What follows belongs to an exercise in optimizing a design on an open flow for small area, a short achievable clock period and few clock cycles; a production flow would make more cautious choices. RTL that was checked went through simulation tests only; none was proved equivalent to the original. Power is estimated from default activity; no workload was simulated.

==> flow/design.v <==
`default_nettype none
module alu (
    input wire clk,
    input wire reset,
    input wire enable,
    input wire [3:0] op,
    input wire [15:0] ra,
    input wire [15:0] rb,
    output logic [15:0] out,
    output logic busy
);
    localparam logic [3:0] ALU_ADD = 4'd0, ALU_SUB = 4'd1, ALU_MUL = 4'd2, ALU_DIV = 4'd3,
                           ALU_MOD = 4'd4, ALU_SHL = 4'd5, ALU_SHR = 4'd6, ALU_AND = 4'd7,
                           ALU_OR  = 4'd8, ALU_XOR = 4'd9, ALU_NOR = 4'd10, ALU_POPCNT = 4'd11,
                           ALU_CLZ = 4'd12, ALU_CTZ = 4'd13, ALU_XXX = 4'd14, ALU_CMP = 4'd15;
    localparam logic [1:0] O_SUM = 2'd0, O_LOGIC = 2'd1, O_CMP = 2'd2;
    logic [15:0] x, y;
    logic        cin;
    logic [1:0]  omode;
    logic [3:0]  tt;        
    logic        mul;       
    logic        quo;       
    logic        first;     
    logic [3:0]  cnt;       
    logic        nbit;      
    logic [3:0]  mdig;      
    wire [17:0] sum2 = {1'b0, x, 1'b1} + {1'b0, y, cin};
    wire [16:0] sum = sum2[17:1];
    logic [15:0] lu;
    always_comb
        for (int i = 0; i < 16; i++)
            lu[i] = (tt[3] & x[i] & y[i]) | (tt[2] & x[i] & ~y[i]) |
                    (tt[1] & ~x[i] & y[i]) | (tt[0] & ~x[i] & ~y[i]);
    wire        eq = &(x ^ y);
    wire        ge = sum[16];
    always_comb begin
        case (omode)
            O_LOGIC: out = lu;
            O_CMP:   out = {13'b0, ge && !eq, eq, !ge};
            default: out = sum[15:0];
        endcase
    end
    function automatic [4:0] clz16(input [15:0] v);
        logic [3:0] c;
        logic [15:0] t;
        begin
            t = v;
            c = 4'd0;
            if (t[15:8] == 8'b0) begin c[3] = 1'b1; t = t << 8; end
            if (t[15:12] == 4'b0) begin c[2] = 1'b1; t = t << 4; end
            if (t[15:14] == 2'b0) begin c[1] = 1'b1; t = t << 2; end
            if (t[15] == 1'b0) c[0] = 1'b1;
            clz16 = (v == 16'b0) ? 5'd16 : {1'b0, c};
        end
    endfunction
    function automatic [3:0] clz8(input [7:0] v);
        logic [2:0] c;
        logic [7:0] t;
        begin
            t = v;
            c = 3'd0;
            if (t[7:4] == 4'b0) begin c[2] = 1'b1; t = t << 4; end
            if (t[7:6] == 2'b0) begin c[1] = 1'b1; t = t << 2; end
            if (t[7] == 1'b0) c[0] = 1'b1;
            clz8 = (v == 8'b0) ? 4'd8 : {1'b0, c};
        end
    endfunction
    function automatic [3:0] popcnt8(input [7:0] v);
        logic [1:0] p2 [4];
        logic [2:0] p4 [2];
        begin
            for (int k = 0; k < 4; k++) p2[k] = {1'b0, v[2*k]} + {1'b0, v[2*k+1]};
            for (int k = 0; k < 2; k++) p4[k] = {1'b0, p2[2*k]} + {1'b0, p2[2*k+1]};
            popcnt8 = {1'b0, p4[0]} + {1'b0, p4[1]};
        end
    endfunction
    function automatic [7:0] rev8(input [7:0] v);
        for (int k = 0; k < 8; k++)
            rev8[k] = v[7 - k];
    endfunction
    wire       hi_zero = (ra[15:8] == 8'b0);
    wire       lo_zero = (ra[7:0] == 8'b0);
    wire [3:0] clz_hi = clz8(ra[15:8]);
    wire [3:0] clz_lo = clz8(ra[7:0]);
    wire [3:0] ctz_lo = clz8(rev8(ra[7:0]));
    wire [3:0] ctz_hi = clz8(rev8(ra[15:8]));
    wire        sh_big = |rb[15:4];
    wire [15:0] shl_v = sh_big ? 16'b0 : (ra << rb[3:0]);
    wire [4:0]  shamt = busy ? {1'b0, cnt} + 5'd1 : {sh_big, rb[3:0]};
    wire [15:0] sh_r = shamt[4] ? 16'b0 : (ra >> shamt[3:0]);
    wire [4:0] clz_a = clz16(ra);
    wire [4:0] clz_b = clz16(rb);
    wire [5:0] nm1 = {1'b0, clz_b} - {1'b0, clz_a};
    wire div_run = !nm1[5] && !clz_b[4];
    wire [16:0] rem2 = {y, nbit};
    wire [16:0] trial = rem2 - {1'b0, rb};
    wire        qbit = !trial[16];
    wire [15:0] rem_next = qbit ? trial[15:0] : rem2[15:0];
    wire [1:0]  dsel = busy ? cnt[1:0] : 2'd0;
    wire [3:0]  digit = busy ? mdig : rb[3:0];
    wire [15:0] mcand = ra << {dsel, 2'b00};
    wire [15:0] pp0 = mcand & {16{digit[0]}};
    wire [15:0] pp1 = (mcand << 1) & {16{digit[1]}};
    wire [15:0] pp2 = (mcand << 2) & {16{digit[2]}};
    wire [15:0] pp3 = (mcand << 3) & {16{digit[3]}};
    wire [15:0] ax = busy ? x : 16'b0;
    wire [15:0] ay = busy ? y : 16'b0;
    wire [15:0] s1 = ax ^ ay ^ pp0;
    wire [15:0] c1 = ((ax & ay) | (ax & pp0) | (ay & pp0)) << 1;
    wire [15:0] s2 = pp1 ^ pp2 ^ pp3;
    wire [15:0] c2 = ((pp1 & pp2) | (pp1 & pp3) | (pp2 & pp3)) << 1;
    wire [15:0] s3 = s1 ^ c1 ^ s2;
    wire [15:0] c3 = ((s1 & c1) | (s1 & s2) | (c1 & s2)) << 1;
    wire [15:0] s4 = s3 ^ c3 ^ c2;
    wire [15:0] c4 = ((s3 & c3) | (s3 & c2) | (c3 & c2)) << 1;
    wire        mul_more = (dsel == 2'd0) ? |rb[15:4] : (dsel == 2'd1) ? |rb[15:8] :
                           (dsel == 2'd2) ? |rb[15:12] : 1'b0;
    logic [15:0] xv, yv;
    logic [1:0]  mv;
    logic [3:0]  tv;
    always_comb begin
        xv = ra;
        yv = rb;
        mv = O_SUM;
        tv = 4'b0000;
        case (op)
            ALU_SUB: yv = ~rb;
            ALU_MUL: begin xv = s4; yv = c4; end
            ALU_DIV: begin xv = {16{rb == 16'b0}}; yv = ra; mv = O_LOGIC; tv = 4'b1100; end
            ALU_MOD: begin xv = {16{rb == 16'b0}}; yv = ra; mv = O_LOGIC; tv = 4'b1010; end
            ALU_SHL: begin xv = shl_v; mv = O_LOGIC; tv = 4'b1100; end
            ALU_SHR: begin xv = sh_r; mv = O_LOGIC; tv = 4'b1100; end
            ALU_AND: begin mv = O_LOGIC; tv = 4'b1000; end
            ALU_OR:  begin mv = O_LOGIC; tv = 4'b1110; end
            ALU_XOR: begin mv = O_LOGIC; tv = 4'b0110; end
            ALU_NOR: begin mv = O_LOGIC; tv = 4'b0001; end
            ALU_POPCNT: begin xv = {12'b0, popcnt8(ra[7:0])}; yv = {12'b0, popcnt8(ra[15:8])}; end
            ALU_CLZ: begin xv = {12'b0, clz_hi}; yv = {12'b0, hi_zero ? clz_lo : 4'd0}; end
            ALU_CTZ: begin xv = {12'b0, ctz_lo}; yv = {12'b0, lo_zero ? ctz_hi : 4'd0}; end
            ALU_CMP: begin yv = ~rb; mv = O_CMP; end
            default: ;
        endcase
    end
    always_ff @(posedge clk) begin
        if (reset) begin
            omode <= O_LOGIC;
            busy <= 1'b0;
        end else if (busy) begin
            if (mul) begin
                x <= s4;
                y <= c4;
                if (!mul_more) busy <= 1'b0;
            end else if (first) begin
                y <= sh_r;
            end else begin
                x <= {x[14:0], qbit};
                y <= rem_next;
                if (cnt == 4'd0) busy <= 1'b0;
            end
        end else if (enable && op != ALU_XXX) begin
            x <= xv;
            y <= yv;
            cin <= (op == ALU_SUB) || (op == ALU_CMP);
            omode <= mv;
            busy <= ((op == ALU_DIV || op == ALU_MOD) && div_run) || ((op == ALU_MUL) && mul_more);
        end
    end
    always_ff @(posedge clk) begin
        if (busy) begin
            if (mul) cnt <= cnt + 4'd1;
            else if (!first) cnt <= cnt - 4'd1;
            mdig <= rb[4*(cnt[1:0] + 2'd1) +: 4];
            first <= 1'b0;
            nbit <= first ? ra[cnt] : ra[cnt - 4'd1];
        end else if (enable && (op == ALU_DIV || op == ALU_MOD)) begin
            cnt <= nm1[3:0];
            mul <= 1'b0;
            quo <= (op == ALU_DIV);
            first <= div_run;
        end else if (enable && op == ALU_MUL) begin
            cnt <= 4'd1;
            mdig <= rb[7:4];
            mul <= 1'b1;
        end
        if (reset) tt <= 4'b0000;
        else if (!busy && enable && op != ALU_XXX) tt <= tv;
    end
endmodule
clock: 9.0 ns
lec_check: 0
cap_margin: 20
core_margin: 2
core_utilization: 60
setup_slack_margin: 4.0
slew_margin: 20
standard.sh (not shown) runs the stock make flow with config.mk's settings and CLKGATE_MAP_FILE= SYNTH_SCRIPT=/design/flow/synth_recipe.tcl, a recipe that flattens the netlist after the stock synthesis.
==> flow/flow/run.sh <==
#!/bin/bash
# The standard layout, with plain buffers (buf_4) on the ports instead of the
# delay cells buffer_ports picks by default.
set -euo pipefail
export BUFFER_PORTS_ARGS="-buffer_cell sky130_fd_sc_hd__buf_4"
bash standard.sh > standard_flow.log 2>&1
Rerun with:
--- a/flow/design.v
+++ b/flow/design.v
@@ -85,8 +85,13 @@
     wire [3:0] ctz_lo = clz8(rev8(ra[7:0]));
     wire [3:0] ctz_hi = clz8(rev8(ra[15:8]));
-    wire        sh_big = |rb[15:4];
-    wire [15:0] shl_v = sh_big ? 16'b0 : (ra << rb[3:0]);
-    wire [4:0]  shamt = busy ? {1'b0, cnt} + 5'd1 : {sh_big, rb[3:0]};
-    wire [15:0] sh_r = shamt[4] ? 16'b0 : (ra >> shamt[3:0]);
+    function automatic [15:0] rev16(input [15:0] v);
+        for (int k = 0; k < 16; k++)
+            rev16[k] = v[15 - k];
+    endfunction
+    wire        shl = !busy && (op == ALU_SHL);
+    wire [4:0]  shamt = busy ? {1'b0, cnt} + 5'd1 : {|rb[15:4], rb[3:0]};
+    wire [15:0] sh_in = shl ? rev16(ra) : ra;
+    wire [15:0] sh_r = shamt[4] ? 16'b0 : (sh_in >> shamt[3:0]);
+    wire [15:0] sh_out = shl ? rev16(sh_r) : sh_r;
     wire [4:0] clz_a = clz16(ra);
     wire [4:0] clz_b = clz16(rb);
@@ -129,6 +134,5 @@
             ALU_DIV: begin xv = {16{rb == 16'b0}}; yv = ra; mv = O_LOGIC; tv = 4'b1100; end
             ALU_MOD: begin xv = {16{rb == 16'b0}}; yv = ra; mv = O_LOGIC; tv = 4'b1010; end
-            ALU_SHL: begin xv = shl_v; mv = O_LOGIC; tv = 4'b1100; end
-            ALU_SHR: begin xv = sh_r; mv = O_LOGIC; tv = 4'b1100; end
+            ALU_SHL, ALU_SHR: begin xv = sh_out; mv = O_LOGIC; tv = 4'b1100; end
             ALU_AND: begin mv = O_LOGIC; tv = 4'b1000; end
             ALU_OR:  begin mv = O_LOGIC; tv = 4'b1110; end
Effect:
- non-clock buffer count is lower by 13
- total power fell by 4.6%
- combinational power came out lower by 6.8%
- via count falls by 1.0%
- critical path depth rises by 3
- core utilization falls by 0.88 points
- register-to-register slack hardly moves
- synthesized area fell by 3.8%
- first-iteration DRC count came out lower by 2.6%
Testbench counts after the change, summed over its fixed seeds: cycles 17,393.
No functional check of the RTL was part of the first run of this note.

static timing again, ports no longer ideal:
No port has a modelled driver above. Below, the same layouts with a new extraction and two added sets of constraints.
Step 1 sets driving cells, clkbuf_16 on the clock port and buf_2 on the other inputs (assumed; they add their load-dependent delay and slew).
Step 2 times the ports against the registers' clock, not the clock port: input delays grow and output delays shrink by t, the midpoint of the rising clock arrivals with the driver on.
a / b / c = no drivers / after step 1 / after step 2; a / b = the first two.
run | t, ns | setup slack, ns | worst hold slack (ns) | worst data-port slew with drivers (ns) | pins driven straight from the clock port
the first run | 0.359 | 3.981 / 3.975 / 3.615 | 0.559 / 0.559 / 0.559 | 0.07 | 1
the second run | 0.353 | 3.991 / 3.992 / 3.638 | 0.553 / 0.553 / 0.553 | 0.04 | 1
After both steps setup and hold are still met in every run listed. The setup slack of the first run, which loses most, moves by -0.006 ns with the drivers and by -0.366 ns with both steps.
